This design comes from an exercise in tuning for small area, a short achievable clock period and few clock cycles per item on the open sky130 flow, not from production work. At most, simulation tests tie the RTL to the original design; equivalence was not proved.

==> flow/design.v <==
`timescale 1ns/1ps
module average #(
    parameter NOF_BITS = 32,
    parameter WIDTH = 32
) (
    input  wire                     clk,
    input  wire                     rst_n,
    input  wire                     start,
    input  wire                     data_first,
    input  wire                     data_last,
    input  wire [NOF_BITS-1:0]      data_in,
    output wire [NOF_BITS:0]        data_out,
    output reg                      busy,
    output reg                      TO,
    output reg                      done
);
    reg        wt, dv, lst;
    reg [5:0]  c;           
    reg [31:0] din;         
    reg [16:0] cnt;         
    reg [7:0]  n3;          
    reg [32:0] q;           
    wire [15:0] r = din[15:0];
    wire fast = (cnt[16:6] == 11'd0);
    wire [5:0] r0 = {r[5:1], r[0] | q[32]};    
    wire [7:0] t  = {r0, q[31:30]};
    wire [7:0] d1, d2, d3;
    wire ge1, ge2, ge3;
    pfx_add #(8) u_d1 (.a(t), .b(~{2'b0, cnt[5:0]}),       .ci(1'b1), .s(d1), .co(ge1));
    pfx_add #(8) u_d2 (.a(t), .b(~{1'b0, cnt[5:0], 1'b0}), .ci(1'b1), .s(d2), .co(ge2));
    pfx_add #(8) u_d3 (.a(t), .b(~n3),                     .ci(1'b1), .s(d3), .co(ge3));
    wire [5:0] fr = ge3 ? d3[5:0] : ge2 ? d2[5:0] : ge1 ? d1[5:0] : t[5:0];
    wire [1:0] fd = {ge2, ge3 | (ge1 & !ge2)};
    wire [16:0] st = {r[15:1], r0[0], q[31]};
    wire [16:0] sd;
    wire        sge;
    pfx_add #(17) u_sd (.a(st), .b(~cnt), .ci(1'b1), .s(sd), .co(sge));
    wire [15:0] sr = sge ? sd[15:0] : st[15:0];
    wire [32:0] acc;
    pfx_add #(33) u_acc (.a(q), .b({1'b0, din}), .ci(1'b0), .s(acc), .co());
    wire [5:0] load = (fast && cnt[5:0] != 6'd63) ? 6'd48 : 6'd32;
    wire       one  = fast && cnt[5:0] == 6'd0;    
    always @(posedge clk) begin
        din[31:16] <= data_in[31:16];
        if (dv) begin
            q <= fast ? {1'b0, q[29:0], fd} : {1'b0, q[30:0], sge};
            din[15:0] <= fast ? {sr[15:6], fr} : sr;
        end else if (busy) begin
            q <= acc;
            din[15:0] <= lst ? 16'd0 : data_in[15:0];    
        end else begin
            q <= 33'd0;    
            din[15:0] <= data_in[15:0];
        end
        if (!busy) begin
            cnt <= 17'd0;
            n3  <= 8'd0;
        end else if (!dv) begin
            cnt <= cnt + 17'd1;
            n3  <= n3 + 8'd3;
        end
        if (wt || dv) c <= c + 6'd1;
        else if (busy) c <= load;
        else c <= 6'd0;
    end
    always @(posedge clk or negedge rst_n) begin
        if (!rst_n) begin
            wt   <= 1'b0;
            busy <= 1'b0;
            dv   <= 1'b0;
            lst  <= 1'b0;
            TO   <= 1'b0;
            done <= 1'b0;
        end else begin
            TO   <= 1'b0;
            done <= 1'b0;
            lst  <= data_last;
            if (wt) begin
                if (c == 6'd11) begin
                    wt <= 1'b0;
                    TO <= 1'b1;
                end else if (data_first && c < 6'd10) begin
                    wt   <= 1'b0;
                    busy <= 1'b1;
                end
            end else if (busy) begin
                if (dv) begin
                    if (c == 6'd63) begin
                        busy <= 1'b0;
                        dv   <= 1'b0;
                        done <= 1'b1;
                    end
                end else if (lst) begin
                    if (one) begin
                        busy <= 1'b0;
                        done <= 1'b1;
                    end else begin
                        dv <= 1'b1;
                    end
                end
            end else if (start) begin
                wt <= 1'b1;
            end
        end
    end
    assign data_out = q[32:0];
endmodule
module pfx_add #(
    parameter W = 8
) (
    input  wire [W-1:0] a,
    input  wire [W-1:0] b,
    input  wire         ci,
    output wire [W-1:0] s,
    output wire         co
);
    localparam L = $clog2(W + 1);
    reg [W:0] g0, p0, g, p, gn, pn;
    integer i, k;
    always @(*) begin
        g0 = {a & b, ci};
        p0 = {a ^ b, 1'b0};
        g = g0;
        p = p0;
        for (k = 0; k < L; k = k + 1) begin
            gn = g;
            pn = p;
            for (i = 0; i <= W; i = i + 1)
                if ((i >> k) & 1) begin
                    if (k > 0 && i == (1 << k))
                        gn[i] = (g0[i] | (p0[i] & g0[i-1])) | (p0[i] & p0[i-1] & g[i-2]);
                    else
                        gn[i] = g[i] | (p[i] & g[((i >> k) << k) - 1]);
                    pn[i] = p[i] & p[((i >> k) << k) - 1];
                end
            g = gn;
            p = pn;
        end
    end
    assign s  = a ^ b ^ g[W-1:0];
    assign co = g[W];
endmodule
export LEC_CHECK = 0
export CAP_MARGIN = 20
export CORE_MARGIN = 2
export CORE_UTILIZATION = 60
export CTS_BUF_LIST = sky130_fd_sc_hd__clkbuf_4 sky130_fd_sc_hd__clkbuf_8
export CTS_CLUSTER_SIZE = 30
export SETUP_SLACK_MARGIN = 5
export SLEW_MARGIN = 20
create_clock -name core_clock -period 8.0 [get_ports {clk}]
standard.sh (not shown) runs the stock make flow with config.mk's settings and CLKGATE_MAP_FILE= SYNTH_SCRIPT=/design/flow/synth_recipe.tcl, a recipe that flattens the netlist after the stock synthesis.
==> flow/flow/run.sh <==
#!/bin/bash
set -euo pipefail
bash standard.sh SETUP_SLACK_MARGIN=5.3 "BUFFER_PORTS_ARGS=-buffer_cell sky130_fd_sc_hd__buf_1" finish > make_finish.log 2>&1
Testbench counts at the start, summed over its fixed seeds: cycles 27,663, items 800.
Edit:
--- a/flow/design.v
+++ b/flow/design.v
@@ -19,20 +19,19 @@
     reg [31:0] din;         
     reg [16:0] cnt;         
     reg [7:0]  n3;          
     reg [32:0] q;           
-    wire [15:0] r = din[15:0];
+    reg [15:0] r;           
     wire fast = (cnt[16:6] == 11'd0);
-    wire [5:0] r0 = {r[5:1], r[0] | q[32]};    
-    wire [7:0] t  = {r0, q[31:30]};
+    wire [7:0] t  = {r[5:0], q[31:30]};
     wire [7:0] d1, d2, d3;
     wire ge1, ge2, ge3;
     pfx_add #(8) u_d1 (.a(t), .b(~{2'b0, cnt[5:0]}),       .ci(1'b1), .s(d1), .co(ge1));
     pfx_add #(8) u_d2 (.a(t), .b(~{1'b0, cnt[5:0], 1'b0}), .ci(1'b1), .s(d2), .co(ge2));
     pfx_add #(8) u_d3 (.a(t), .b(~n3),                     .ci(1'b1), .s(d3), .co(ge3));
     wire [5:0] fr = ge3 ? d3[5:0] : ge2 ? d2[5:0] : ge1 ? d1[5:0] : t[5:0];
     wire [1:0] fd = {ge2, ge3 | (ge1 & !ge2)};
-    wire [16:0] st = {r[15:1], r0[0], q[31]};
+    wire [16:0] st = {r, q[31]};
     wire [16:0] sd;
     wire        sge;
     pfx_add #(17) u_sd (.a(st), .b(~cnt), .ci(1'b1), .s(sd), .co(sge));
     wire [15:0] sr = sge ? sd[15:0] : st[15:0];
@@ -40,18 +39,18 @@
     pfx_add #(33) u_acc (.a(q), .b({1'b0, din}), .ci(1'b0), .s(acc), .co());
     wire [5:0] load = (fast && cnt[5:0] != 6'd63) ? 6'd48 : 6'd32;
     wire       one  = fast && cnt[5:0] == 6'd0;    
     always @(posedge clk) begin
-        din[31:16] <= data_in[31:16];
+        din <= data_in;
         if (dv) begin
             q <= fast ? {1'b0, q[29:0], fd} : {1'b0, q[30:0], sge};
-            din[15:0] <= fast ? {sr[15:6], fr} : sr;
+            r <= fast ? {sr[15:6], fr} : sr;
         end else if (busy) begin
             q <= acc;
-            din[15:0] <= lst ? 16'd0 : data_in[15:0];    
+            r <= {15'd0, acc[32]};
         end else begin
             q <= 33'd0;    
-            din[15:0] <= data_in[15:0];
+            r <= 16'd0;
         end
         if (!busy) begin
             cnt <= 17'd0;
             n3  <= 8'd0;
The new run completed with no timing, DRC or antenna violations.
Core utilization rose by 0.26 points.
Routed wire length fell by about 4%.
Non-clock buffer count fell by 10.
Setup slack gets better by 0.082 ns.
Design area rose by 6.2%.
Clock skew fell by 0.0098 ns.
Worst hold slack is about the same.
Die area rose by 6.2%.
Clock-buffer cell count rose by 12.
The RTL of the second run of this note was laid out without a check of its function.

==> port drivers added, routing unchanged <==
In the flow no input, the clock included, has a driving cell. The finished layouts below were timed again as built, in two steps.
Step 1 sets driving cells, clkbuf_16 on the clock port and buf_2 on the other inputs (assumed; they add their load-dependent delay and slew).
Step 2 also shifts input and output timing later by t, the mid clock arrival at the registers, as if the neighbouring blocks saw the same clock.
Three values: no drivers, after step 1, after step 2; two values: the first two.
run	shift t [ns]	slack for setup (ns)	worst register clock-pin slew, ns
the first run	0.423	5.268 / 5.268 / 5.268	0.11 / 0.11
the second run	0.476	5.350 / 5.312 / 5.400	0.07 / 0.07
After both steps setup and hold are still met in every run listed.
